Context: an optimization exercise on an open-source flow, tuned for small area. The choices shown serve that exercise and are no tape-out recipe. Where RTL was checked, it was by simulation tests only, not by an equivalence proof against the original. Function not checked in run 2: the RTL went through the layout flow alone.

## flow/design.v (module list and top-level ports; edited modules follow where they fit)
// module FFT_8pt: 743 lines
// module fft_fa: 4 lines
// module fft_ha: 4 lines
module FFT_8pt(
    input clk, reset,
    input [11:0] real_in, imag_in,
    input [2:0] addr_real, addr_imag,
    input wr_en_real, wr_en_imag,
    output [23:0] fft_real_out, fft_imag_out
);
  // ...
==> flow/flow/run.sh <==
#!/bin/bash
# Standard layout, with these changes: ports are buffered with the smallest
# buffer; the clock tree uses clkbuf_4 leaves and no dummy loads; buffers
# that synthesis added are removed and its upsized cells set back to drive 1
# after floorplanning (repair_design and repair_timing resize as needed).
set -euo pipefail
export BUFFER_PORTS_ARGS="-buffer_cell sky130_fd_sc_hd__buf_1"
export CTS_ARGS="-sink_clustering_enable -repair_clock_nets -dont_use_dummy_load -sink_clustering_size 10 -sink_clustering_max_diameter 50 -buf_list sky130_fd_sc_hd__clkbuf_4 -root_buf sky130_fd_sc_hd__clkbuf_16"
export REMOVE_ABC_BUFFERS=1
export POST_FLOORPLAN_TCL="$PWD/flow/downsize.tcl"
bash standard.sh > standard.log 2>&1
==> flow/flow/downsize.tcl <==
# Set every combinational cell to the smallest-area drive strength of the
# same cell, and let placement's repair_design and repair_timing size back up
# what the layout needs.
set db [ord::get_db]
set block [ord::get_db_block]
set n 0
foreach inst [$block getInsts] {
  set m [$inst getMaster]
  set name [$m getName]
  if {![regexp {^(sky130_fd_sc_hd__[a-z0-9]+)_([0-9]+)$} $name -> base drv]} { continue }
  if {[string match "*__df*" $base] || [string match "*__edf*" $base] \
      || [string match "*clk*" $base] || [string match "*conb*" $base]} { continue }
  set best $m
  set barea [expr {[$m getWidth] * [$m getHeight]}]
  foreach d {0 1 2} {
    set c [$db findMaster ${base}_$d]
    if {$c == "NULL" || $c == ""} { continue }
    set a [expr {[$c getWidth] * [$c getHeight]}]
    if {$a < $barea} { set best $c; set barea $a }
  }
  if {$best != $m} {
    $inst swapMaster $best
    incr n
  }
}
puts "downsize.tcl: $n instances resized"
==> flow/standard.sh <==
#!/bin/bash
# synth_recipe.tcl (not shown) runs the flow's synth.tcl, then flattens the netlist and writes it again
# the make line also repeats each setting of config.mk as NAME=value (left out here)
make -C /OpenROAD-flow-scripts/flow DESIGN_CONFIG=/design/flow/config.mk WORK_HOME=/design/flow/orfs CLKGATE_MAP_FILE= SYNTH_SCRIPT=/design/flow/synth_recipe.tcl "${@:-finish}"
==> flow/config.mk <==
export PLATFORM = sky130hd
export DESIGN_NAME = FFT_8pt
export DESIGN_NICKNAME = FFT_8pt
export VERILOG_FILES = /design/flow/design.v
export SDC_FILE = /design/flow/constraint.sdc
export NUM_CORES = 4
export LEC_CHECK = 0
export CAP_MARGIN = 10
export CORE_MARGIN = 2
export CORE_UTILIZATION = 65
export SLEW_MARGIN = 10
export SYNTH_HIERARCHICAL = 1
==> flow/constraint.sdc <==
create_clock -name core_clock -period 16.0 [get_ports {clk}]
set_input_delay 3.2000 -clock core_clock [delete_from_list [all_inputs] [get_ports {clk}]]
set_output_delay 3.2000 -clock core_clock [all_outputs]
set_load 0.01 [all_outputs]
==> metrics.md, run 1 <==
| Metric | Value |
|---|---|
| Finished Cell Area | 0.0226 mm² |
| Final hold slack | between 0.3 and 0.4 ns |
| Yosys reg bits | 442 |
| Combinational family with the most area after synthesis | adder cells |
| Nonclk buf count | 110 |
| Reg clk slew, reported paths | ~0.1 ns |
| Final-layout clock buffer total | 53 |
| CP max stage cell | fa_1 |
| Synth Area in XOR/XNOR | 0.0394 |
| GRT Overall Usage | 0.244 |
| CP Capture Point | out_r[23] |
| Critical Path AT | ~16 ns |
| Initial Util | 0.661 |
| Clk buf depth | 3 |
| Number of synthesized flops with an enable pin | approximately 200 |
| GPL Wtd Cong | around 0.81 |
| Dominant cells by area after synthesis | edfxtp_1 (28%), fa_1 (27%), dfxtp_1 (22%) |
| Commonest cells post-synth | fa_1 (296), dfxtp_1 (240), edfxtp_1 (198) |
| Via count | between 9000 and 10000 |
| Multi-input combinational area share | 0.432 |
| Pins Over Slew Limit | 0 |
| Global route hottest layer | met2 |
| Outcome | no timing/DRC/antenna violations |
| Ys flop type | dfxtp_1 |
| Antenna Cells | 0 |
| Met2 WL | about 19 mm |
| Family with the most delay on the worst path | adder cells |
| Buffers on Ports | about 80 |
| Synth Instances | roughly 1300 |
| Die area | roughly 0.035 mm² |
| GRT met1 Usage | 0.347 |
| Comb_multi_in | around 700 |
| DP HPWL | just over 30 mm |
| N_taps | approximately 440 |
| Worst Hold Path EP | ri[4][6] |
| Antenna violations before repair | 0 |
==> run 2, diff against run 1 <==
--- a/flow/design.v
+++ b/flow/design.v
@@ -42,33 +42,33 @@
     always @(posedge clk) begin
         for (q = 0; q < 7; q = q + 1) begin
             rr[q] <= rr[q+1];
             ri[q] <= ri[q+1];
         end
         rr[7] <= er;
         ri[7] <= ei;
     end
-    wire [2:0] j = k + 3'd1;
-    wire [11:0] sr0 = rr[1];
-    wire [11:0] sr1 = rr[2];
-    wire [11:0] sr2 = rr[3];
-    wire [11:0] sr3 = rr[4];
-    wire [11:0] sr4 = rr[5];
-    wire [11:0] sr5 = rr[6];
-    wire [11:0] sr6 = rr[7];
-    wire [11:0] sr7 = er;
-    wire [11:0] si0 = ri[1];
-    wire [11:0] si1 = ri[2];
-    wire [11:0] si2 = ri[3];
-    wire [11:0] si3 = ri[4];
-    wire [11:0] si4 = ri[5];
-    wire [11:0] si5 = ri[6];
-    wire [11:0] si6 = ri[7];
-    wire [11:0] si7 = ei;
+    wire [2:0] j = k;
+    wire [11:0] sr0 = rr[0];
+    wire [11:0] sr1 = rr[1];
+    wire [11:0] sr2 = rr[2];
+    wire [11:0] sr3 = rr[3];
+    wire [11:0] sr4 = rr[4];
+    wire [11:0] sr5 = rr[5];
+    wire [11:0] sr6 = rr[6];
+    wire [11:0] sr7 = rr[7];
+    wire [11:0] si0 = ri[0];
+    wire [11:0] si1 = ri[1];
+    wire [11:0] si2 = ri[2];
+    wire [11:0] si3 = ri[3];
+    wire [11:0] si4 = ri[4];
+    wire [11:0] si5 = ri[5];
+    wire [11:0] si6 = ri[6];
+    wire [11:0] si7 = ri[7];
     wire odd = j[0];
     wire sn = ~j[0] & (j[1] ^ j[2]);
     wire t1 = j[0] & ~j[1];
     wire t3 = j[0] & j[1];
     wire snt1 = (~j[0] & (j[1] ^ j[2])) | (j[0] & ~j[1]);
     wire snt3 = (~j[0] & (j[1] ^ j[2])) | (j[0] & j[1]);
     wire [7:0] tab_cb0r = 8'b11111010;
     wire cb0r = tab_cb0r[j];
@@ -99,17 +99,17 @@
     assign kc[0] = tab_kc0[j];
     wire [7:0] tab_kc1 = 8'b10101010;
     assign kc[1] = tab_kc1[j];
     wire [7:0] tab_kc2 = 8'b01010101;
     assign kc[2] = tab_kc2[j];
     wire [7:0] tab_kc3 = 8'b00100110;
     assign kc[3] = tab_kc3[j];
     wire [23:0] yr, yi;
-    wire w0, w1, w2, w3, w4, w5, w6, w7, w8, w9, w10, w11, w12, w13, w14, w15, w16, w17, w18, w19, w20, w21, w22, w23, w24, w25, w26, w27, w28, w29, w30, w31, w32, w33, w34, w35, w36, w37, w38, w39, w40, w41, w42, w43, w44, w45, w46, w47, w48, w49, w50, w51, w52, w53, w54, w55, w56, w57, w58, w59, w60, w61, w62, w63, w64, w65, w66, w67, w68, w69, w70, w71, w72, w73, w74, w75, w76, w77, w78, w79, w80, w81, w82, w83, w84, w85, w86, w87, w88, w89, w90, w91, w92, w93, w94, w95, w96, w97, w98, w99, w100, w101, w102, w103, w104, w105, w106, w107, w108, w109, w110, w111, w112, w113, w114, w115, w116, w117, w118, w119, w120, w121, w122, w123, w124, w125, w126, w127, w128, w129, w130, w131, w132, w133, w134, w135, w136, w137, w138, w139, w140, w141, w142, w143, w144, w145, w146, w147, w148, w149, w150, w151, w152, w153, w154, w155, w156, w157, w158, w159, w160, w161, w162, w163, w164, w165, w166, w167, w168, w169, w170, w171, w172, w173, w174, w175, w176, w177, w178, w179, w180, w181, w182, w183, w184, w185, w186, w187, w188, w189, w190, w191, w192, w193, w194, w195, w196, w197, w198, w199, w200, w201, w202, w203, w204, w205, w206, w207, w208, w209, w210, w211, w212, w213, w214, w215, w216, w217, w218, w219, w220, w221, w222, w223, w224, w225, w226, w227, w228, w229, w230, w231, w232, w233, w234, w235, w236, w237, w238, w239, w240, w241, w242, w243, w244, w245, w246, w247, w248, w249, w250, w251, w252, w253, w254, w255, w256, w257, w258, w259, w260, w261, w262, w263, w264, w265, w266, w267, w268, w269, w270, w271, w272, w273, w274, w275, w276, w277, w278, w279, w280, w281, w282, w283, w284, w285, w286, w287, w288, w289, w290, w291, w292, w293, w294, w295, w296, w297, w298, w299, w300, w301, w302, w303, w304, w305, w306, w307, w308, w309, w310, w311, w312, w313, w314, w315, w316, w317, w318, w319, w320, w321, w322, w323, w324, w325, w326, w327, w328, w329, w330, w331, w332, w333, w334, w335, w336, w337, w338, w339, w340, w341, w342, w343, w344, w345, w346, w347, w348, w349, w350, w351, w352, w353, w354, w355, w356, w357, w358, w359, w360, w361, w362, w363, w364, w365, w366, w367, w368, w369, w370, w371, w372, w373, w374, w375, w376, w377, w378, w379, w380, w381, w382, w383, w384, w385, w386, w387, w388, w389, w390, w391, w392, w393, w394, w395, w396, w397, w398, w399, w400, w401, w402, w403, w404, w405, w406, w407, w408, w409, w410, w411, w412, w413, w414, w415, w416, w417, w418, w419, w420, w421, w422, w423, w424, w425, w426, w427, w428, w429, w430, w431, w432, w433, w434, w435, w436, w437, w438, w439, w440, w441, w442, w443, w444, w445, w446, w447, w448, w449, w450, w451, w452, w453, w454, w455, w456, w457, w458, w459, w460, w461, w462, w463, w464, w465, w466, w467, w468, w469, w470, w471, w472, w473, w474, w475, w476, w477, w478, w479, w480, w481, w482, w483, w484, w485, w486, w487, w488, w489, w490, w491, w492, w493, w494, w495, w496, w497, w498, w499, w500, w501, w502, w503, w504, w505, w506, w507, w508, w509, w510, w511, w512, w513, w514, w515, w516, w517, w518, w519, w520, w521, w522, w523, w524, w525, w526, w527, w528, w529, w530, w531, w532, w533, w534, w535, w536, w537, w538, w539, w540, w541, w542, w543, w544, w545, w546, w547, w548, w549, w550, w551, w552, w553, w554, w555, w556, w557, w558, w559, w560, w561, w562, w563, w564, w565, w566, w567, w568, w569, w570, w571, w572, w573, w574, w575, w576, w577, w578, w579, w580, w581, w582, w583, w584, w585, w586, w587, w588, w589, w590, w591, w592, w593, w594, w595, w596, w597, w598, w599, w600, w601, w602, w603, w604, w605, w606, w607, w608, w609, w610, w611, w612, w613, w614, w615, w616, w617, w618, w619, w620, w621, w622, w623, w624, w625, w626, w627, w628, w629, w630, w631, w632, w633, w634, w635, w636, w637, w638, w639, w640, w641, w642, w643, w644, w645, w646, w647, w648, w649, w650, w651, w652, w653, w654, w655, w656, w657, w658, w659, w660, w661, w662, w663, w664, w665, w666, w667, w668, w669, w670, w671, w672, w673, w674, w675, w676, w677, w678, w679, w680, w681, w682, w683, w684, w685, w686, w687, w688, w689, w690, w691, w692, w693, w694, w695, w696, w697, w698, w699, w700, w701, w702, w703, w704, w705, w706, w707, w708, w709, w710, w711, w712, w713, w714, w715, w716, w717, w718, w719, w720, w721, w722, w723, w724, w725, w726, w727, w728, w729, w730, w731, w732, w733, w734, w735, w736, w737, w738, w739, w740, w741, w742, w743, w744, w745, w746, w747, w748, w749, w750, w751, w752, w753, w754, w755, w756, w757, w758, w759, w760, w761, w762, w763, w764, w765, w766, w767, w768, w769, w770, w771, w772, w773, w774, w775, w776, w777, w778, w779, w780, w781, w782, w783, w784, w785, w786, w787, w788, w789, w790, w791, w792, w793, w794, w795, w796, w797, w798, w799, w800, w801, w802, w803, w804, w805, w806, w807, w808, w809, w810, w811, w812, w813, w814, w815, w816, w817, w818, w819, w820, w821, w822, w823, w824, w825, w826, w827, w828, w829, w830, w831, w832, w833, w834, w835, w836, w837, w838, w839, w840, w841, w842, w843, w844, w845, w846, w847, w848, w849, w850, w851, w852, w853, w854, w855, w856, w857, w858, w859, w860, w861, w862, w863, w864, w865, w866, w867, w868, w869, w870, w871, w872, w873, w874, w875, w876, w877, w878, w879, w880, w881, w882, w883, w884, w885, w886, w887, w888, w889, w890;
+    wire w0, w1, w2, w3, w4, w5, w6, w7, w8, w9, w10, w11, w12, w13, w14, w15, w16, w17, w18, w19, w20, w21, w22, w23, w24, w25, w26, w27, w28, w29, w30, w31, w32, w33, w34, w35, w36, w37, w38, w39, w40, w41, w42, w43, w44, w45, w46, w47, w48, w49, w50, w51, w52, w53, w54, w55, w56, w57, w58, w59, w60, w61, w62, w63, w64, w65, w66, w67, w68, w69, w70, w71, w72, w73, w74, w75, w76, w77, w78, w79, w80, w81, w82, w83, w84, w85, w86, w87, w88, w89, w90, w91, w92, w93, w94, w95, w96, w97, w98, w99, w100, w101, w102, w103, w104, w105, w106, w107, w108, w109, w110, w111, w112, w113, w114, w115, w116, w117, w118, w119, w120, w121, w122, w123, w124, w125, w126, w127, w128, w129, w130, w131, w132, w133, w134, w135, w136, w137, w138, w139, w140, w141, w142, w143, w144, w145, w146, w147, w148, w149, w150, w151, w152, w153, w154, w155, w156, w157, w158, w159, w160, w161, w162, w163, w164, w165, w166, w167, w168, w169, w170, w171, w172, w173, w174, w175, w176, w177, w178, w179, w180, w181, w182, w183, w184, w185, w186, w187, w188, w189, w190, w191, w192, w193, w194, w195, w196, w197, w198, w199, w200, w201, w202, w203, w204, w205, w206, w207, w208, w209, w210, w211, w212, w213, w214, w215, w216, w217, w218, w219, w220, w221, w222, w223, w224, w225, w226, w227, w228, w229, w230, w231, w232, w233, w234, w235, w236, w237, w238, w239, w240, w241, w242, w243, w244, w245, w246, w247, w248, w249, w250, w251, w252, w253, w254, w255, w256, w257, w258, w259, w260, w261, w262, w263, w264, w265, w266, w267, w268, w269, w270, w271, w272, w273, w274, w275, w276, w277, w278, w279, w280, w281, w282, w283, w284, w285, w286, w287, w288, w289, w290, w291, w292, w293, w294, w295, w296, w297, w298, w299, w300, w301, w302, w303, w304, w305, w306, w307, w308, w309, w310, w311, w312, w313, w314, w315, w316, w317, w318, w319, w320, w321, w322, w323, w324, w325, w326, w327, w328, w329, w330, w331, w332, w333, w334, w335, w336, w337, w338, w339, w340, w341, w342, w343, w344, w345, w346, w347, w348, w349, w350, w351, w352, w353, w354, w355, w356, w357, w358, w359, w360, w361, w362, w363, w364, w365, w366, w367, w368, w369, w370, w371, w372, w373, w374, w375, w376, w377, w378, w379, w380, w381, w382, w383, w384, w385, w386, w387, w388, w389, w390, w391, w392, w393, w394, w395, w396, w397, w398, w399, w400, w401, w402, w403, w404, w405, w406, w407, w408, w409, w410, w411, w412, w413, w414, w415, w416, w417, w418, w419, w420, w421, w422, w423, w424, w425, w426, w427, w428, w429, w430, w431, w432, w433, w434, w435, w436, w437, w438, w439, w440, w441, w442, w443, w444, w445, w446, w447, w448, w449, w450, w451, w452, w453, w454, w455, w456, w457, w458, w459, w460, w461, w462, w463, w464, w465, w466, w467, w468, w469, w470, w471, w472, w473, w474, w475, w476, w477, w478, w479, w480, w481, w482, w483, w484, w485, w486, w487, w488, w489, w490, w491, w492, w493, w494, w495, w496, w497, w498, w499, w500, w501, w502, w503, w504, w505, w506, w507, w508, w509, w510, w511, w512, w513, w514, w515, w516, w517, w518, w519, w520, w521, w522, w523, w524, w525, w526, w527, w528, w529, w530, w531, w532, w533, w534, w535, w536, w537, w538, w539, w540, w541, w542, w543, w544, w545, w546, w547, w548, w549, w550, w551, w552, w553, w554, w555, w556, w557, w558, w559, w560, w561, w562, w563, w564, w565, w566, w567, w568, w569, w570, w571, w572, w573, w574, w575, w576, w577, w578, w579, w580, w581, w582, w583, w584, w585, w586, w587, w588, w589, w590, w591, w592, w593, w594, w595, w596, w597, w598, w599, w600, w601, w602, w603, w604, w605, w606, w607, w608, w609, w610, w611, w612, w613, w614, w615, w616, w617, w618, w619, w620, w621, w622, w623, w624, w625, w626, w627, w628, w629, w630, w631, w632, w633, w634, w635, w636, w637, w638, w639, w640, w641, w642, w643, w644, w645, w646, w647, w648, w649, w650, w651, w652, w653, w654, w655, w656, w657, w658, w659, w660, w661, w662, w663, w664, w665, w666, w667, w668, w669, w670, w671, w672, w673, w674, w675, w676, w677, w678, w679, w680, w681, w682, w683, w684, w685, w686, w687, w688, w689, w690, w691, w692, w693, w694, w695, w696, w697, w698, w699, w700, w701, w702, w703, w704, w705, w706, w707, w708, w709, w710, w711, w712, w713, w714, w715, w716, w717, w718, w719, w720, w721, w722, w723, w724, w725, w726, w727, w728, w729, w730, w731, w732, w733, w734, w735, w736, w737, w738, w739, w740, w741, w742, w743, w744, w745, w746, w747, w748, w749, w750, w751, w752, w753, w754, w755, w756, w757, w758, w759, w760, w761, w762, w763, w764, w765, w766, w767, w768, w769, w770, w771, w772, w773, w774, w775, w776, w777, w778, w779, w780, w781, w782, w783, w784, w785, w786, w787, w788, w789, w790, w791, w792, w793, w794, w795, w796, w797, w798, w799, w800, w801, w802, w803, w804, w805, w806, w807, w808, w809, w810, w811, w812, w813, w814, w815, w816, w817, w818, w819, w820, w821, w822, w823, w824, w825, w826, w827, w828, w829, w830, w831, w832, w833, w834, w835, w836, w837, w838, w839, w840, w841, w842, w843, w844, w845, w846, w847, w848, w849, w850, w851, w852, w853, w854, w855, w856, w857, w858, w859, w860, w861, w862, w863, w864, w865, w866, w867, w868, w869, w870, w871, w872, w873, w874, w875, w876, w877, w878, w879, w880, w881, w882, w883, w884, w885, w886, w887, w888, w889, w890, w891, w892, w893, w894, w895, w896, w897, w898, w899, w900, w901, w902, w903, w904, w905, w906, w907, w908, w909, w910, w911, w912, w913, w914, w915, w916, w917, w918, w919, w920, w921, w922, w923, w924, w925, w926, w927, w928;
     assign w0 = ~sr4[0];
     assign w1 = ~sr4[1];
     assign w2 = ~sr4[2];
     assign w3 = ~sr4[3];
     assign w4 = ~sr4[4];
     assign w5 = ~sr4[5];
     assign w6 = ~sr4[6];
     assign w7 = ~sr4[7];
@@ -525,227 +525,240 @@
     assign w608 = ~w584;
     assign w609 = ~w586;
     assign w610 = ~w588;
     assign w611 = ~w590;
     assign w612 = ~w592;
     assign w613 = ~w594;
     assign w614 = ~w596;
     assign w615 = ~w597;
-    assign w616 = ~(w572 ^ w598);
-    assign w617 = w572 | w598;
-    fft_fa uw618 (.a(w574), .b(w599), .c(w617), .s(w618), .co(w619));
-    fft_fa uw620 (.a(w576), .b(w600), .c(w619), .s(w620), .co(w621));
-    fft_fa uw622 (.a(w578), .b(w601), .c(w621), .s(w622), .co(w623));
-    fft_fa uw624 (.a(w358), .b(w455), .c(w580), .s(w624), .co(w625));
-    fft_fa uw626 (.a(w602), .b(kc[0]), .c(w623), .s(w626), .co(w627));
-    fft_fa uw628 (.a(w360), .b(w457), .c(w582), .s(w628), .co(w629));
-    fft_fa uw630 (.a(w603), .b(w625), .c(w627), .s(w630), .co(w631));
-    fft_fa uw632 (.a(w362), .b(w459), .c(w584), .s(w632), .co(w633));
-    fft_fa uw634 (.a(w604), .b(w629), .c(w631), .s(w634), .co(w635));
-    fft_fa uw636 (.a(w364), .b(w461), .c(w586), .s(w636), .co(w637));
-    fft_fa uw638 (.a(w605), .b(w633), .c(w635), .s(w638), .co(w639));
-    fft_fa uw640 (.a(w366), .b(w463), .c(w588), .s(w640), .co(w641));
-    fft_fa uw642 (.a(w606), .b(w637), .c(w639), .s(w642), .co(w643));
-    fft_fa uw644 (.a(w368), .b(w465), .c(w590), .s(w644), .co(w645));
-    fft_fa uw646 (.a(w607), .b(w641), .c(w643), .s(w646), .co(w647));
-    fft_fa uw648 (.a(w370), .b(w467), .c(w592), .s(w648), .co(w649));
-    fft_fa uw650 (.a(w608), .b(kc[1]), .c(w645), .s(w650), .co(w651));
-    fft_fa uw652 (.a(w647), .b(w648), .c(w650), .s(w652), .co(w653));
-    fft_fa uw654 (.a(w372), .b(w469), .c(w594), .s(w654), .co(w655));
-    fft_fa uw656 (.a(w609), .b(kc[1]), .c(w649), .s(w656), .co(w657));
-    fft_fa uw658 (.a(w651), .b(w653), .c(w654), .s(w658), .co(w659));
-    fft_fa uw660 (.a(w374), .b(w471), .c(w596), .s(w660), .co(w661));
-    fft_fa uw662 (.a(w610), .b(w655), .c(w657), .s(w662), .co(w663));
-    fft_fa uw664 (.a(w659), .b(w660), .c(w662), .s(w664), .co(w665));
-    fft_fa uw666 (.a(w376), .b(w473), .c(w597), .s(w666), .co(w667));
-    fft_fa uw668 (.a(w611), .b(kc[1]), .c(w661), .s(w668), .co(w669));
-    fft_fa uw670 (.a(w663), .b(w665), .c(w666), .s(w670), .co(w671));
-    fft_fa uw672 (.a(w378), .b(w475), .c(w612), .s(w672), .co(w673));
-    fft_fa uw674 (.a(w667), .b(w669), .c(w671), .s(w674), .co(w675));
-    fft_fa uw676 (.a(w380), .b(w477), .c(w613), .s(w676), .co(w677));
-    fft_fa uw678 (.a(w673), .b(w675), .c(w676), .s(w678), .co(w679));
-    fft_fa uw680 (.a(w382), .b(w479), .c(w614), .s(w680), .co(w681));
-    fft_fa uw682 (.a(kc[1]), .b(w677), .c(w679), .s(w682), .co(w683));
-    fft_fa uw684 (.a(w384), .b(w481), .c(w615), .s(w684), .co(w685));
-    fft_fa uw686 (.a(kc[1]), .b(w681), .c(w683), .s(w686), .co(w687));
-    fft_fa uw688 (.a(w482), .b(kc[1]), .c(w685), .s(w688), .co(w689));
-    fft_ha uw690 (.a(w624), .b(w626), .s(w690), .co(w691));
-    fft_fa uw692 (.a(w628), .b(w630), .c(w691), .s(w692), .co(w693));
-    fft_fa uw694 (.a(w632), .b(w634), .c(w693), .s(w694), .co(w695));
-    fft_fa uw696 (.a(w636), .b(w638), .c(w695), .s(w696), .co(w697));
-    fft_fa uw698 (.a(w640), .b(w642), .c(w697), .s(w698), .co(w699));
-    fft_fa uw700 (.a(w644), .b(w646), .c(w699), .s(w700), .co(w701));
-    fft_ha uw702 (.a(w652), .b(w701), .s(w702), .co(w703));
-    fft_fa uw704 (.a(w656), .b(w658), .c(w703), .s(w704), .co(w705));
-    fft_ha uw706 (.a(w664), .b(w705), .s(w706), .co(w707));
-    fft_fa uw708 (.a(w668), .b(w670), .c(w707), .s(w708), .co(w709));
-    fft_fa uw710 (.a(w672), .b(w674), .c(w709), .s(w710), .co(w711));
-    fft_ha uw712 (.a(w678), .b(w711), .s(w712), .co(w713));
-    fft_fa uw714 (.a(w680), .b(w682), .c(w713), .s(w714), .co(w715));
-    fft_fa uw716 (.a(w684), .b(w686), .c(w715), .s(w716), .co(w717));
-    fft_fa uw718 (.a(w687), .b(w688), .c(w717), .s(w718), .co(w719));
-    fft_fa uw720 (.a(kc[2]), .b(w689), .c(w719), .s(w720), .co(w721));
-    assign w722 = w525 & odd;
-    assign w723 = w527 & odd;
-    assign w724 = w529 & odd;
-    assign w725 = w531 & odd;
-    assign w726 = w533 & odd;
-    assign w727 = w535 & odd;
-    assign w728 = w537 & odd;
-    assign w729 = w539 & odd;
-    assign w730 = w541 & odd;
-    assign w731 = w543 & odd;
-    assign w732 = w545 & odd;
-    assign w733 = w547 & odd;
-    assign w734 = w549 & odd;
-    assign w735 = w551 & odd;
-    assign w736 = w552 & odd;
-    fft_ha uw737 (.a(w724), .b(w722), .s(w737), .co(w738));
-    fft_fa uw739 (.a(w725), .b(w723), .c(w738), .s(w739), .co(w740));
-    fft_fa uw741 (.a(w726), .b(w724), .c(w740), .s(w741), .co(w742));
-    fft_fa uw743 (.a(w727), .b(w725), .c(w742), .s(w743), .co(w744));
-    fft_fa uw745 (.a(w728), .b(w726), .c(w744), .s(w745), .co(w746));
-    fft_fa uw747 (.a(w729), .b(w727), .c(w746), .s(w747), .co(w748));
-    fft_fa uw749 (.a(w730), .b(w728), .c(w748), .s(w749), .co(w750));
-    fft_fa uw751 (.a(w731), .b(w729), .c(w750), .s(w751), .co(w752));
-    fft_fa uw753 (.a(w732), .b(w730), .c(w752), .s(w753), .co(w754));
-    fft_fa uw755 (.a(w733), .b(w731), .c(w754), .s(w755), .co(w756));
-    fft_fa uw757 (.a(w734), .b(w732), .c(w756), .s(w757), .co(w758));
-    fft_fa uw759 (.a(w735), .b(w733), .c(w758), .s(w759), .co(w760));
-    fft_fa uw761 (.a(w736), .b(w734), .c(w760), .s(w761), .co(w762));
-    fft_ha uw763 (.a(w735), .b(w762), .s(w763), .co(w764));
-    fft_ha uw765 (.a(w736), .b(w764), .s(w765), .co(w766));
-    assign w767 = ~w722;
-    assign w768 = ~w723;
-    assign w769 = ~w737;
-    assign w770 = ~w739;
-    assign w771 = ~w741;
-    assign w772 = ~w743;
-    assign w773 = ~w745;
-    assign w774 = ~w747;
-    assign w775 = ~w749;
-    assign w776 = ~w751;
-    assign w777 = ~w753;
-    assign w778 = ~w755;
-    assign w779 = ~w757;
-    assign w780 = ~w759;
-    assign w781 = ~w761;
-    assign w782 = ~w763;
-    assign w783 = ~w765;
-    assign w784 = ~w766;
-    assign w785 = ~(w741 ^ w767);
-    assign w786 = w741 | w767;
-    fft_fa uw787 (.a(w743), .b(w768), .c(w786), .s(w787), .co(w788));
-    fft_fa uw789 (.a(w745), .b(w769), .c(w788), .s(w789), .co(w790));
-    fft_fa uw791 (.a(w747), .b(w770), .c(w790), .s(w791), .co(w792));
-    fft_fa uw793 (.a(w386), .b(w525), .c(w749), .s(w793), .co(w794));
-    fft_fa uw795 (.a(w771), .b(kc[3]), .c(w792), .s(w795), .co(w796));
-    fft_fa uw797 (.a(w388), .b(w527), .c(w751), .s(w797), .co(w798));
-    fft_fa uw799 (.a(w772), .b(w794), .c(w796), .s(w799), .co(w800));
-    fft_fa uw801 (.a(w390), .b(w529), .c(w753), .s(w801), .co(w802));
-    fft_fa uw803 (.a(w773), .b(w798), .c(w800), .s(w803), .co(w804));
-    fft_fa uw805 (.a(w392), .b(w531), .c(w755), .s(w805), .co(w806));
-    fft_fa uw807 (.a(w774), .b(w802), .c(w804), .s(w807), .co(w808));
-    fft_fa uw809 (.a(w394), .b(w533), .c(w757), .s(w809), .co(w810));
-    fft_fa uw811 (.a(w775), .b(w806), .c(w808), .s(w811), .co(w812));
-    fft_fa uw813 (.a(w396), .b(w535), .c(w759), .s(w813), .co(w814));
-    fft_fa uw815 (.a(w776), .b(w810), .c(w812), .s(w815), .co(w816));
-    fft_fa uw817 (.a(w398), .b(w537), .c(w761), .s(w817), .co(w818));
-    fft_fa uw819 (.a(w777), .b(kc[1]), .c(w814), .s(w819), .co(w820));
-    fft_fa uw821 (.a(w816), .b(w817), .c(w819), .s(w821), .co(w822));
-    fft_fa uw823 (.a(w400), .b(w539), .c(w763), .s(w823), .co(w824));
-    fft_fa uw825 (.a(w778), .b(kc[1]), .c(w818), .s(w825), .co(w826));
-    fft_fa uw827 (.a(w820), .b(w822), .c(w823), .s(w827), .co(w828));
-    fft_fa uw829 (.a(w402), .b(w541), .c(w765), .s(w829), .co(w830));
-    fft_fa uw831 (.a(w779), .b(w824), .c(w826), .s(w831), .co(w832));
-    fft_fa uw833 (.a(w828), .b(w829), .c(w831), .s(w833), .co(w834));
-    fft_fa uw835 (.a(w404), .b(w543), .c(w766), .s(w835), .co(w836));
-    fft_fa uw837 (.a(w780), .b(kc[1]), .c(w830), .s(w837), .co(w838));
-    fft_fa uw839 (.a(w832), .b(w834), .c(w835), .s(w839), .co(w840));
-    fft_fa uw841 (.a(w406), .b(w545), .c(w781), .s(w841), .co(w842));
-    fft_fa uw843 (.a(w836), .b(w838), .c(w840), .s(w843), .co(w844));
-    fft_fa uw845 (.a(w408), .b(w547), .c(w782), .s(w845), .co(w846));
-    fft_fa uw847 (.a(w842), .b(w844), .c(w845), .s(w847), .co(w848));
-    fft_fa uw849 (.a(w410), .b(w549), .c(w783), .s(w849), .co(w850));
-    fft_fa uw851 (.a(kc[1]), .b(w846), .c(w848), .s(w851), .co(w852));
-    fft_fa uw853 (.a(w412), .b(w551), .c(w784), .s(w853), .co(w854));
-    fft_fa uw855 (.a(kc[1]), .b(w850), .c(w852), .s(w855), .co(w856));
-    fft_fa uw857 (.a(w552), .b(kc[1]), .c(w854), .s(w857), .co(w858));
-    fft_ha uw859 (.a(w793), .b(w795), .s(w859), .co(w860));
-    fft_fa uw861 (.a(w797), .b(w799), .c(w860), .s(w861), .co(w862));
-    fft_fa uw863 (.a(w801), .b(w803), .c(w862), .s(w863), .co(w864));
-    fft_fa uw865 (.a(w805), .b(w807), .c(w864), .s(w865), .co(w866));
-    fft_fa uw867 (.a(w809), .b(w811), .c(w866), .s(w867), .co(w868));
-    fft_fa uw869 (.a(w813), .b(w815), .c(w868), .s(w869), .co(w870));
-    fft_ha uw871 (.a(w821), .b(w870), .s(w871), .co(w872));
-    fft_fa uw873 (.a(w825), .b(w827), .c(w872), .s(w873), .co(w874));
-    fft_ha uw875 (.a(w833), .b(w874), .s(w875), .co(w876));
-    fft_fa uw877 (.a(w837), .b(w839), .c(w876), .s(w877), .co(w878));
-    fft_fa uw879 (.a(w841), .b(w843), .c(w878), .s(w879), .co(w880));
-    fft_ha uw881 (.a(w847), .b(w880), .s(w881), .co(w882));
-    fft_fa uw883 (.a(w849), .b(w851), .c(w882), .s(w883), .co(w884));
-    fft_fa uw885 (.a(w853), .b(w855), .c(w884), .s(w885), .co(w886));
-    fft_fa uw887 (.a(w856), .b(w857), .c(w886), .s(w887), .co(w888));
-    fft_fa uw889 (.a(kc[2]), .b(w858), .c(w888), .s(w889), .co(w890));
+    fft_ha uw616 (.a(w358), .b(w455), .s(w616), .co(w617));
+    fft_ha uw618 (.a(w360), .b(w457), .s(w618), .co(w619));
+    fft_ha uw620 (.a(w362), .b(w459), .s(w620), .co(w621));
+    fft_ha uw622 (.a(w364), .b(w461), .s(w622), .co(w623));
+    fft_ha uw624 (.a(w366), .b(w463), .s(w624), .co(w625));
+    fft_ha uw626 (.a(w368), .b(w465), .s(w626), .co(w627));
+    fft_fa uw628 (.a(w370), .b(w467), .c(w592), .s(w628), .co(w629));
+    fft_fa uw630 (.a(w372), .b(w469), .c(w594), .s(w630), .co(w631));
+    fft_ha uw632 (.a(w374), .b(w471), .s(w632), .co(w633));
+    fft_fa uw634 (.a(w376), .b(w473), .c(w597), .s(w634), .co(w635));
+    fft_ha uw636 (.a(w616), .b(w580), .s(w636), .co(w637));
+    fft_fa uw638 (.a(w618), .b(w582), .c(w603), .s(w638), .co(w639));
+    fft_fa uw640 (.a(w620), .b(w584), .c(w604), .s(w640), .co(w641));
+    fft_fa uw642 (.a(w622), .b(w586), .c(w605), .s(w642), .co(w643));
+    fft_fa uw644 (.a(w624), .b(w588), .c(w606), .s(w644), .co(w645));
+    fft_fa uw646 (.a(w626), .b(w590), .c(w607), .s(w646), .co(w647));
+    fft_fa uw648 (.a(w628), .b(w608), .c(kc[1]), .s(w648), .co(w649));
+    fft_fa uw650 (.a(w630), .b(w609), .c(kc[1]), .s(w650), .co(w651));
+    fft_fa uw652 (.a(w632), .b(w596), .c(w610), .s(w652), .co(w653));
+    fft_fa uw654 (.a(w634), .b(w611), .c(kc[1]), .s(w654), .co(w655));
+    fft_fa uw656 (.a(w378), .b(w475), .c(w612), .s(w656), .co(w657));
+    fft_ha uw658 (.a(w380), .b(w477), .s(w658), .co(w659));
+    fft_fa uw660 (.a(w382), .b(w479), .c(w614), .s(w660), .co(w661));
+    fft_fa uw662 (.a(w384), .b(w481), .c(w615), .s(w662), .co(w663));
+    fft_ha uw664 (.a(w572), .b(w598), .s(w664), .co(w665));
+    fft_ha uw666 (.a(w574), .b(w599), .s(w666), .co(w667));
+    fft_ha uw668 (.a(w576), .b(w600), .s(w668), .co(w669));
+    fft_ha uw670 (.a(w578), .b(w601), .s(w670), .co(w671));
+    fft_fa uw672 (.a(w636), .b(w602), .c(kc[0]), .s(w672), .co(w673));
+    fft_fa uw674 (.a(w638), .b(w617), .c(w637), .s(w674), .co(w675));
+    fft_fa uw676 (.a(w640), .b(w619), .c(w639), .s(w676), .co(w677));
+    fft_fa uw678 (.a(w642), .b(w621), .c(w641), .s(w678), .co(w679));
+    fft_fa uw680 (.a(w644), .b(w623), .c(w643), .s(w680), .co(w681));
+    fft_fa uw682 (.a(w646), .b(w625), .c(w645), .s(w682), .co(w683));
+    fft_fa uw684 (.a(w648), .b(w627), .c(w647), .s(w684), .co(w685));
+    fft_fa uw686 (.a(w650), .b(w629), .c(w649), .s(w686), .co(w687));
+    fft_fa uw688 (.a(w652), .b(w631), .c(w651), .s(w688), .co(w689));
+    fft_fa uw690 (.a(w654), .b(w633), .c(w653), .s(w690), .co(w691));
+    fft_fa uw692 (.a(w656), .b(w635), .c(w655), .s(w692), .co(w693));
+    fft_fa uw694 (.a(w658), .b(w613), .c(w657), .s(w694), .co(w695));
+    fft_fa uw696 (.a(w660), .b(kc[1]), .c(w659), .s(w696), .co(w697));
+    fft_fa uw698 (.a(w662), .b(kc[1]), .c(w661), .s(w698), .co(w699));
+    fft_fa uw700 (.a(w482), .b(kc[1]), .c(w663), .s(w700), .co(w701));
+    assign w702 = ~w664;
+    fft_fa uw703 (.a(w666), .b(w665), .c(w664), .s(w703), .co(w704));
+    fft_fa uw705 (.a(w668), .b(w667), .c(w704), .s(w705), .co(w706));
+    fft_fa uw707 (.a(w670), .b(w669), .c(w706), .s(w707), .co(w708));
+    fft_fa uw709 (.a(w672), .b(w671), .c(w708), .s(w709), .co(w710));
+    fft_fa uw711 (.a(w674), .b(w673), .c(w710), .s(w711), .co(w712));
+    fft_fa uw713 (.a(w676), .b(w675), .c(w712), .s(w713), .co(w714));
+    fft_fa uw715 (.a(w678), .b(w677), .c(w714), .s(w715), .co(w716));
+    fft_fa uw717 (.a(w680), .b(w679), .c(w716), .s(w717), .co(w718));
+    fft_fa uw719 (.a(w682), .b(w681), .c(w718), .s(w719), .co(w720));
+    fft_fa uw721 (.a(w684), .b(w683), .c(w720), .s(w721), .co(w722));
+    fft_fa uw723 (.a(w686), .b(w685), .c(w722), .s(w723), .co(w724));
+    fft_fa uw725 (.a(w688), .b(w687), .c(w724), .s(w725), .co(w726));
+    fft_fa uw727 (.a(w690), .b(w689), .c(w726), .s(w727), .co(w728));
+    fft_fa uw729 (.a(w692), .b(w691), .c(w728), .s(w729), .co(w730));
+    fft_fa uw731 (.a(w694), .b(w693), .c(w730), .s(w731), .co(w732));
+    fft_fa uw733 (.a(w696), .b(w695), .c(w732), .s(w733), .co(w734));
+    fft_fa uw735 (.a(w698), .b(w697), .c(w734), .s(w735), .co(w736));
+    fft_fa uw737 (.a(w700), .b(w699), .c(w736), .s(w737), .co(w738));
+    fft_fa uw739 (.a(kc[2]), .b(w701), .c(w738), .s(w739), .co(w740));
+    assign w741 = w525 & odd;
+    assign w742 = w527 & odd;
+    assign w743 = w529 & odd;
+    assign w744 = w531 & odd;
+    assign w745 = w533 & odd;
+    assign w746 = w535 & odd;
+    assign w747 = w537 & odd;
+    assign w748 = w539 & odd;
+    assign w749 = w541 & odd;
+    assign w750 = w543 & odd;
+    assign w751 = w545 & odd;
+    assign w752 = w547 & odd;
+    assign w753 = w549 & odd;
+    assign w754 = w551 & odd;
+    assign w755 = w552 & odd;
+    fft_ha uw756 (.a(w743), .b(w741), .s(w756), .co(w757));
+    fft_fa uw758 (.a(w744), .b(w742), .c(w757), .s(w758), .co(w759));
+    fft_fa uw760 (.a(w745), .b(w743), .c(w759), .s(w760), .co(w761));
+    fft_fa uw762 (.a(w746), .b(w744), .c(w761), .s(w762), .co(w763));
+    fft_fa uw764 (.a(w747), .b(w745), .c(w763), .s(w764), .co(w765));
+    fft_fa uw766 (.a(w748), .b(w746), .c(w765), .s(w766), .co(w767));
+    fft_fa uw768 (.a(w749), .b(w747), .c(w767), .s(w768), .co(w769));
+    fft_fa uw770 (.a(w750), .b(w748), .c(w769), .s(w770), .co(w771));
+    fft_fa uw772 (.a(w751), .b(w749), .c(w771), .s(w772), .co(w773));
+    fft_fa uw774 (.a(w752), .b(w750), .c(w773), .s(w774), .co(w775));
+    fft_fa uw776 (.a(w753), .b(w751), .c(w775), .s(w776), .co(w777));
+    fft_fa uw778 (.a(w754), .b(w752), .c(w777), .s(w778), .co(w779));
+    fft_fa uw780 (.a(w755), .b(w753), .c(w779), .s(w780), .co(w781));
+    fft_ha uw782 (.a(w754), .b(w781), .s(w782), .co(w783));
+    fft_ha uw784 (.a(w755), .b(w783), .s(w784), .co(w785));
+    assign w786 = ~w741;
+    assign w787 = ~w742;
+    assign w788 = ~w756;
+    assign w789 = ~w758;
+    assign w790 = ~w760;
+    assign w791 = ~w762;
+    assign w792 = ~w764;
+    assign w793 = ~w766;
+    assign w794 = ~w768;
+    assign w795 = ~w770;
+    assign w796 = ~w772;
+    assign w797 = ~w774;
+    assign w798 = ~w776;
+    assign w799 = ~w778;
+    assign w800 = ~w780;
+    assign w801 = ~w782;
+    assign w802 = ~w784;
+    assign w803 = ~w785;
+    fft_ha uw804 (.a(w386), .b(w525), .s(w804), .co(w805));
+    fft_ha uw806 (.a(w388), .b(w527), .s(w806), .co(w807));
+    fft_ha uw808 (.a(w390), .b(w529), .s(w808), .co(w809));
+    fft_ha uw810 (.a(w392), .b(w531), .s(w810), .co(w811));
+    fft_ha uw812 (.a(w394), .b(w533), .s(w812), .co(w813));
+    fft_ha uw814 (.a(w396), .b(w535), .s(w814), .co(w815));
+    fft_fa uw816 (.a(w398), .b(w537), .c(w780), .s(w816), .co(w817));
+    fft_fa uw818 (.a(w400), .b(w539), .c(w782), .s(w818), .co(w819));
+    fft_ha uw820 (.a(w402), .b(w541), .s(w820), .co(w821));
+    fft_fa uw822 (.a(w404), .b(w543), .c(w785), .s(w822), .co(w823));
+    fft_ha uw824 (.a(w804), .b(w768), .s(w824), .co(w825));
+    fft_fa uw826 (.a(w806), .b(w770), .c(w791), .s(w826), .co(w827));
+    fft_fa uw828 (.a(w808), .b(w772), .c(w792), .s(w828), .co(w829));
+    fft_fa uw830 (.a(w810), .b(w774), .c(w793), .s(w830), .co(w831));
+    fft_fa uw832 (.a(w812), .b(w776), .c(w794), .s(w832), .co(w833));
+    fft_fa uw834 (.a(w814), .b(w778), .c(w795), .s(w834), .co(w835));
+    fft_fa uw836 (.a(w816), .b(w796), .c(kc[1]), .s(w836), .co(w837));
+    fft_fa uw838 (.a(w818), .b(w797), .c(kc[1]), .s(w838), .co(w839));
+    fft_fa uw840 (.a(w820), .b(w784), .c(w798), .s(w840), .co(w841));
+    fft_fa uw842 (.a(w822), .b(w799), .c(kc[1]), .s(w842), .co(w843));
+    fft_fa uw844 (.a(w406), .b(w545), .c(w800), .s(w844), .co(w845));
+    fft_ha uw846 (.a(w408), .b(w547), .s(w846), .co(w847));
+    fft_fa uw848 (.a(w410), .b(w549), .c(w802), .s(w848), .co(w849));
+    fft_fa uw850 (.a(w412), .b(w551), .c(w803), .s(w850), .co(w851));
+    fft_ha uw852 (.a(w760), .b(w786), .s(w852), .co(w853));
+    fft_ha uw854 (.a(w762), .b(w787), .s(w854), .co(w855));
+    fft_ha uw856 (.a(w764), .b(w788), .s(w856), .co(w857));
+    fft_ha uw858 (.a(w766), .b(w789), .s(w858), .co(w859));
+    fft_fa uw860 (.a(w824), .b(w790), .c(kc[3]), .s(w860), .co(w861));
+    fft_fa uw862 (.a(w826), .b(w805), .c(w825), .s(w862), .co(w863));
+    fft_fa uw864 (.a(w828), .b(w807), .c(w827), .s(w864), .co(w865));
+    fft_fa uw866 (.a(w830), .b(w809), .c(w829), .s(w866), .co(w867));
+    fft_fa uw868 (.a(w832), .b(w811), .c(w831), .s(w868), .co(w869));
+    fft_fa uw870 (.a(w834), .b(w813), .c(w833), .s(w870), .co(w871));
+    fft_fa uw872 (.a(w836), .b(w815), .c(w835), .s(w872), .co(w873));
+    fft_fa uw874 (.a(w838), .b(w817), .c(w837), .s(w874), .co(w875));
+    fft_fa uw876 (.a(w840), .b(w819), .c(w839), .s(w876), .co(w877));
+    fft_fa uw878 (.a(w842), .b(w821), .c(w841), .s(w878), .co(w879));
+    fft_fa uw880 (.a(w844), .b(w823), .c(w843), .s(w880), .co(w881));
+    fft_fa uw882 (.a(w846), .b(w801), .c(w845), .s(w882), .co(w883));
+    fft_fa uw884 (.a(w848), .b(kc[1]), .c(w847), .s(w884), .co(w885));
+    fft_fa uw886 (.a(w850), .b(kc[1]), .c(w849), .s(w886), .co(w887));
+    fft_fa uw888 (.a(w552), .b(kc[1]), .c(w851), .s(w888), .co(w889));
+    assign w890 = ~w852;
+    fft_fa uw891 (.a(w854), .b(w853), .c(w852), .s(w891), .co(w892));
+    fft_fa uw893 (.a(w856), .b(w855), .c(w892), .s(w893), .co(w894));
+    fft_fa uw895 (.a(w858), .b(w857), .c(w894), .s(w895), .co(w896));
+    fft_fa uw897 (.a(w860), .b(w859), .c(w896), .s(w897), .co(w898));
+    fft_fa uw899 (.a(w862), .b(w861), .c(w898), .s(w899), .co(w900));
+    fft_fa uw901 (.a(w864), .b(w863), .c(w900), .s(w901), .co(w902));
+    fft_fa uw903 (.a(w866), .b(w865), .c(w902), .s(w903), .co(w904));
+    fft_fa uw905 (.a(w868), .b(w867), .c(w904), .s(w905), .co(w906));
+    fft_fa uw907 (.a(w870), .b(w869), .c(w906), .s(w907), .co(w908));
+    fft_fa uw909 (.a(w872), .b(w871), .c(w908), .s(w909), .co(w910));
+    fft_fa uw911 (.a(w874), .b(w873), .c(w910), .s(w911), .co(w912));
+    fft_fa uw913 (.a(w876), .b(w875), .c(w912), .s(w913), .co(w914));
+    fft_fa uw915 (.a(w878), .b(w877), .c(w914), .s(w915), .co(w916));
+    fft_fa uw917 (.a(w880), .b(w879), .c(w916), .s(w917), .co(w918));
+    fft_fa uw919 (.a(w882), .b(w881), .c(w918), .s(w919), .co(w920));
+    fft_fa uw921 (.a(w884), .b(w883), .c(w920), .s(w921), .co(w922));
+    fft_fa uw923 (.a(w886), .b(w885), .c(w922), .s(w923), .co(w924));
+    fft_fa uw925 (.a(w888), .b(w887), .c(w924), .s(w925), .co(w926));
+    fft_fa uw927 (.a(kc[2]), .b(w889), .c(w926), .s(w927), .co(w928));
     assign yr[0] = w553;
     assign yr[1] = w554;
     assign yr[2] = w568;
     assign yr[3] = w570;
-    assign yr[4] = w616;
-    assign yr[5] = w618;
-    assign yr[6] = w620;
-    assign yr[7] = w622;
-    assign yr[8] = w690;
-    assign yr[9] = w692;
-    assign yr[10] = w694;
-    assign yr[11] = w696;
-    assign yr[12] = w698;
-    assign yr[13] = w700;
-    assign yr[14] = w702;
-    assign yr[15] = w704;
-    assign yr[16] = w706;
-    assign yr[17] = w708;
-    assign yr[18] = w710;
-    assign yr[19] = w712;
-    assign yr[20] = w714;
-    assign yr[21] = w716;
-    assign yr[22] = w718;
-    assign yr[23] = w720;
-    assign yi[0] = w722;
-    assign yi[1] = w723;
-    assign yi[2] = w737;
-    assign yi[3] = w739;
-    assign yi[4] = w785;
-    assign yi[5] = w787;
-    assign yi[6] = w789;
-    assign yi[7] = w791;
-    assign yi[8] = w859;
-    assign yi[9] = w861;
-    assign yi[10] = w863;
-    assign yi[11] = w865;
-    assign yi[12] = w867;
-    assign yi[13] = w869;
-    assign yi[14] = w871;
-    assign yi[15] = w873;
-    assign yi[16] = w875;
-    assign yi[17] = w877;
-    assign yi[18] = w879;
-    assign yi[19] = w881;
-    assign yi[20] = w883;
-    assign yi[21] = w885;
-    assign yi[22] = w887;
-    assign yi[23] = w889;
-    reg [23:0] out_r, out_i;
-    always @(posedge clk) begin
-        out_r <= yr;
-        out_i <= yi;
-    end
-    assign fft_real_out = out_r;
-    assign fft_imag_out = out_i;
+    assign yr[4] = w702;
+    assign yr[5] = w703;
+    assign yr[6] = w705;
+    assign yr[7] = w707;
+    assign yr[8] = w709;
+    assign yr[9] = w711;
+    assign yr[10] = w713;
+    assign yr[11] = w715;
+    assign yr[12] = w717;
+    assign yr[13] = w719;
+    assign yr[14] = w721;
+    assign yr[15] = w723;
+    assign yr[16] = w725;
+    assign yr[17] = w727;
+    assign yr[18] = w729;
+    assign yr[19] = w731;
+    assign yr[20] = w733;
+    assign yr[21] = w735;
+    assign yr[22] = w737;
+    assign yr[23] = w739;
+    assign yi[0] = w741;
+    assign yi[1] = w742;
+    assign yi[2] = w756;
+    assign yi[3] = w758;
+    assign yi[4] = w890;
+    assign yi[5] = w891;
+    assign yi[6] = w893;
+    assign yi[7] = w895;
+    assign yi[8] = w897;
+    assign yi[9] = w899;
+    assign yi[10] = w901;
+    assign yi[11] = w903;
+    assign yi[12] = w905;
+    assign yi[13] = w907;
+    assign yi[14] = w909;
+    assign yi[15] = w911;
+    assign yi[16] = w913;
+    assign yi[17] = w915;
+    assign yi[18] = w917;
+    assign yi[19] = w919;
+    assign yi[20] = w921;
+    assign yi[21] = w923;
+    assign yi[22] = w925;
+    assign yi[23] = w927;
+    assign fft_real_out = yr;
+    assign fft_imag_out = yi;
 endmodule
 module fft_fa(input a, b, c, output s, co);
     assign s = a ^ b ^ c;
     assign co = (a & b) | (a & c) | (b & c);
 endmodule
 module fft_ha(input a, b, output s, co);
     assign s = a ^ b;
     assign co = a & b;
==> flow/flow/run.sh (replaced) <==
#!/bin/bash
# Standard layout, with these changes: ports are buffered with the smallest
# buffer; the clock tree uses clkbuf_8 leaves and no dummy loads; buffers
# that synthesis added are removed and its upsized cells set back to drive 1
# after floorplanning (repair_design and repair_timing resize as needed).
set -euo pipefail
export BUFFER_PORTS_ARGS="-buffer_cell sky130_fd_sc_hd__buf_1"
export CTS_ARGS="-sink_clustering_enable -repair_clock_nets -dont_use_dummy_load -sink_clustering_size 16 -sink_clustering_max_diameter 80 -buf_list sky130_fd_sc_hd__clkbuf_8 -root_buf sky130_fd_sc_hd__clkbuf_16"
export REMOVE_ABC_BUFFERS=1
export POST_FLOORPLAN_TCL="$PWD/flow/downsize.tcl"
bash standard.sh > standard.log 2>&1
==> flow/config.mk (replaced) <==
export PLATFORM = sky130hd
export DESIGN_NAME = FFT_8pt
export DESIGN_NICKNAME = FFT_8pt
export VERILOG_FILES = /design/flow/design.v
export SDC_FILE = /design/flow/constraint.sdc
export NUM_CORES = 4
export LEC_CHECK = 0
export CAP_MARGIN = 20
export CORE_MARGIN = 2
export CORE_UTILIZATION = 65
export SLEW_MARGIN = 20
export SYNTH_HIERARCHICAL = 1
==> metrics.md, run 2 <==
| Metric | Value |
|---|---|
| Simple-Gate Fraction of Synth Area | 0.0319 (was 0.0321) |
| Via count of the first global-routing pass | 11400 (was 10900) |
| Worst-path fanout max | 2 (was 7) |
| Ys flop type | edfxtp_1 (was dfxtp_1) |
| Synth Instances | 1303 (was 1284) |
| I/O Pins | 82 (unchanged) |
| Required @ worst endpoint | 12.80 ns (was 16.35 ns) |
| Seq/Total Area, Yosys | 0.465 (was 0.503) |
| Area of the core | 0.0324 mm² (was 0.0326 mm²) |
| Final hold viol count | 0 (unchanged) |
| Slew @ Worst Pin | 1.09 ns (was 0.907 ns) |
| Antenna violations before repair | 0 (unchanged) |
| Number of max-cap violations | 0 (unchanged) |
| HP Class | reg -> reg (unchanged) |
| Worst rel slew slack | 0.270 (was 0.395) |
| GRT Overall Usage | 0.240 (was 0.244) |
| Vias per inst | 5.27 (was 5.35) |
| Synth Area in Adders | 0.303 (was 0.288) |
| Clock latency on the worst-skew pair | 0.53 ns (was 0.54 ns) |
| Highest clock rate | 0.0562 GHz (was 0.0646 GHz) |
| Die width | 185 µm (was 186 µm) |
| Mapped cell area | 0.0213 mm² (was 0.0216 mm²) |
| GPL Wtd Cong | 0.787 (was 0.812) |
| Antenna Cells | 0 (unchanged) |
| Final hold slack | 0.349 ns (was 0.311 ns) |
| Synth Area in XOR/XNOR | 0.0407 (was 0.0394) |
| DRC viols | 0 (unchanged) |
| Most common cell after layout, fill and taps aside | edfxtp_1 (was fa_1) |
| CTS root buf | clkbuf_16 (unchanged) |
| Most frequent cells in the layout | edfxtp_1 (198), dfxtp_1 (192), fa_1 (178), buf_4 (144), fa_2 (120) (was fa_1 (296), dfxtp_1 (240), edfxtp_1 (198), inv_1 (108), xnor2_1 (82)) |
| Yosys top cell by area | fa_1 (was edfxtp_1) |
| Commonest cells post-synth | fa_1 (298), edfxtp_1 (198), dfxtp_1 (192) (was fa_1 (296), dfxtp_1 (240), edfxtp_1 (198)) |
| Yosys reg bits | 394 (was 442) |
| Die H | 185 µm (was 186 µm) |
| Crit share post-route | 1.11 (was 0.968) |
| Clock Skew | 0.0263 ns (was 0.0578 ns) |
| Mux contribution to synthesized area | 0.103 (was 0.0988) |
| Synth Area in Compound Gates | 0.00846 (was 0.00836) |
| Fin crit period | 17.80 ns (was 15.48 ns) |
| Setup ws final | -1.80 ns (was 0.517 ns) |
| CTS Buf Count | 28 (was 53) |
| Crit start category | flop (unchanged) |
| Dominant cells by area after synthesis | fa_1 (28%), edfxtp_1 (28%), dfxtp_1 (18%) (was edfxtp_1 (28%), fa_1 (27%), dfxtp_1 (22%)) |
| Post-cts hold buffer count | 0 (unchanged) |
| Critical Path Most Common Cell | fa_2 (was fa_1) |
| Setup violators final | 12 (was 0) |
| Critical Path AT | 14.60 ns (was 15.84 ns) |
| Pins Over Slew Limit | 0 (unchanged) |
| Unrepaired setup endpoints after global routing | yes (was no) |
| Top-count cell post-synth | fa_1 (unchanged) |
| Critical path class | reg -> out (was reg -> reg) |
| Outcome | failed layout checks (was no timing/DRC/antenna violations) |
| Final #Nets | 1844 (was 1760) |
| Final TNS setup | -10.99 ns (was 0 ns) |
| SO Faults | negative setup slack |
| Yosys warns | 9 (unchanged) |
| DP HPWL | 30.5 mm (was 30.3 mm) |
| Crit end category | output port (was flop) |
| Num rows | 66 (unchanged) |
| Placed Instances | 1871 (was 1794) |
| CTS tree | yes (unchanged) |
| Routed Antenna Nets | 0 (unchanged) |
| First-pass GRT wire length | 61.0 mm (was 61.3 mm) |
| Combinational family with the most area after synthesis | adder cells (unchanged) |
| Yosys top cell area share | 0.280 (was 0.276) |
| Mean Syn Cell Area | 16.3 µm² (was 16.8 µm²) |
| Cell variety after synth | 29 (was 28) |
| Buffers on Ports | 81 (unchanged) |
| Reg clk slew, reported paths | 0.10 ns (about the same) |
| Core Util, Final | 0.724 (was 0.692) |
| DR WL/cell | 20.3 µm (was 21.2 µm) |
| Via count | 10100 (was 9878) |
| Drt pass-1 iters | 4 (was 5) |
| Share of layout cells above drive strength 1 | 0.291 (was 0.0975) |
| Area Overhead vs Synth | 10.1% (was 4.72%) |
| Die area | 0.0342 mm² (was 0.0346 mm²) |
| H-tree depth reported by CTS | 1 (was 2) |
| Grt ovf | 0 (unchanged) |
| Initial Util | 0.658 (was 0.661) |
| Max stage delay on crit path | 0.59 ns (was 0.61 ns) |
| Clock net sink count | 394 (was 442) |
| Cell Count, Final, Fillers Out | 1913 (was 1847) |
| Largest net degree at the start of global routing | 78 (was 47) |
| Post-synthesis async set-or-reset flop share | 0.0102 (was 0.00905) |
| CP max stage cell | fa_2 (was fa_1) |
| Number of synthesized flops with an enable pin | 198 (unchanged) |
| Iter 0 DRT Violations | 414 (was 532) |
| Routed wire length | 38.8 mm (was 39.1 mm) |
| Clk buf depth | 3 (unchanged) |
-- run 2: path summary, 6_finish.rpt --
path                       startpoint               end  slack [ns]  cells past startpoint
max                              k[0]  fft_real_out[23]       -1.80                     38
min                          rr[6][1]          rr[5][1]        0.35                      0
max reg2reg                      k[0]         ri[7][11]       12.12                      9
min reg2reg                  rr[6][1]          rr[5][1]        0.35                      0
max in group asynchronous       reset              k[0]       13.31                      2
min in group asynchronous       reset              k[1]        2.52                      2
-- run 2: metal layers --
metal / vias up / part of all wire / GRT usage
met5: - / 0 / 0
met4: 0 / 0.026 / 0.0629
met3: 60 / 0.031 / 0.0242
met2: 179 / 0.52 / 0.425
met1: 5277 / 0.42 / 0.323
li1: 4575 / - / -
-- run 2: cell type report --
class	count	area [µm²]
timing repair buffer	231	1550
tap	442	553
clock buffer	28	419
inverter	108	408
multi-input combinational	710	10600
fill	2166	8940
sequential	394	9890
-- run 2: Yosys stat by module (local to each module, per instance) --
module	cells inside	times used
FFT_8pt	973	1
fft_ha	1	32
fft_fa	1	298
-- run 2: critical path: cells and delay by family, from the launching register on --
kind | cells | cell delay (ns)
xor+xnor | 1 | 0.25
fa+ha+maj | 31 | 12.49
buf+inv | 3 | 0.36
flops | 1 | 0.44
simple gates | 3 | 0.55
-- run 2: what timing repair did --
item | 4_1_cts | 5_1_grt
endpoints found under the setup margin | 16 | 15
gates cloned | 0 | 0
pin swaps | 49 | 55
resized for setup | 136 | 79
setup buffers | 9 | 4
-- run 2: cell families after synthesis --
logic type,Yosys count
compound gates,12
simple gates,135
buf+inv,199
flops,394
fa+ha+maj,337
xor+xnor,98
mux,128
-- run 2: stage by stage --
step                setup slack [ns]  area (µm²)
CTS                            -2.37       23100
detailed placement             -2.49       22200
global route                   -2.09       23400
finish                         -1.80       23400
floorplan                      -3.52       20700
global placement               -2.37       22200

-- port drivers added, routing unchanged --
How much do the figures lean on ideal ports? The routed layouts below were timed once more, with nothing changed but the port constraints.
Step 1 assumes that a clkbuf_16 drives the clock port and a buf_2 every other input.
Step 2 adds t to the input delays and takes it off the output delays; t is the mean of the earliest and latest rising clock arrival at the registers after step 1. Input paths then give back, and output paths get back, about the clock's delay inside the block.
Slacks: ideal / step 1 / step 2; pairs: ideal / step 1.
run	t (ns)	slack for setup (ns)	worst register clock-pin slew, ns
run 1	0.559	0.517 / 0.517 / 0.517	0.11 / 0.11
run 2	0.560	-1.803 / -1.849 / -1.288	0.10 / 0.10
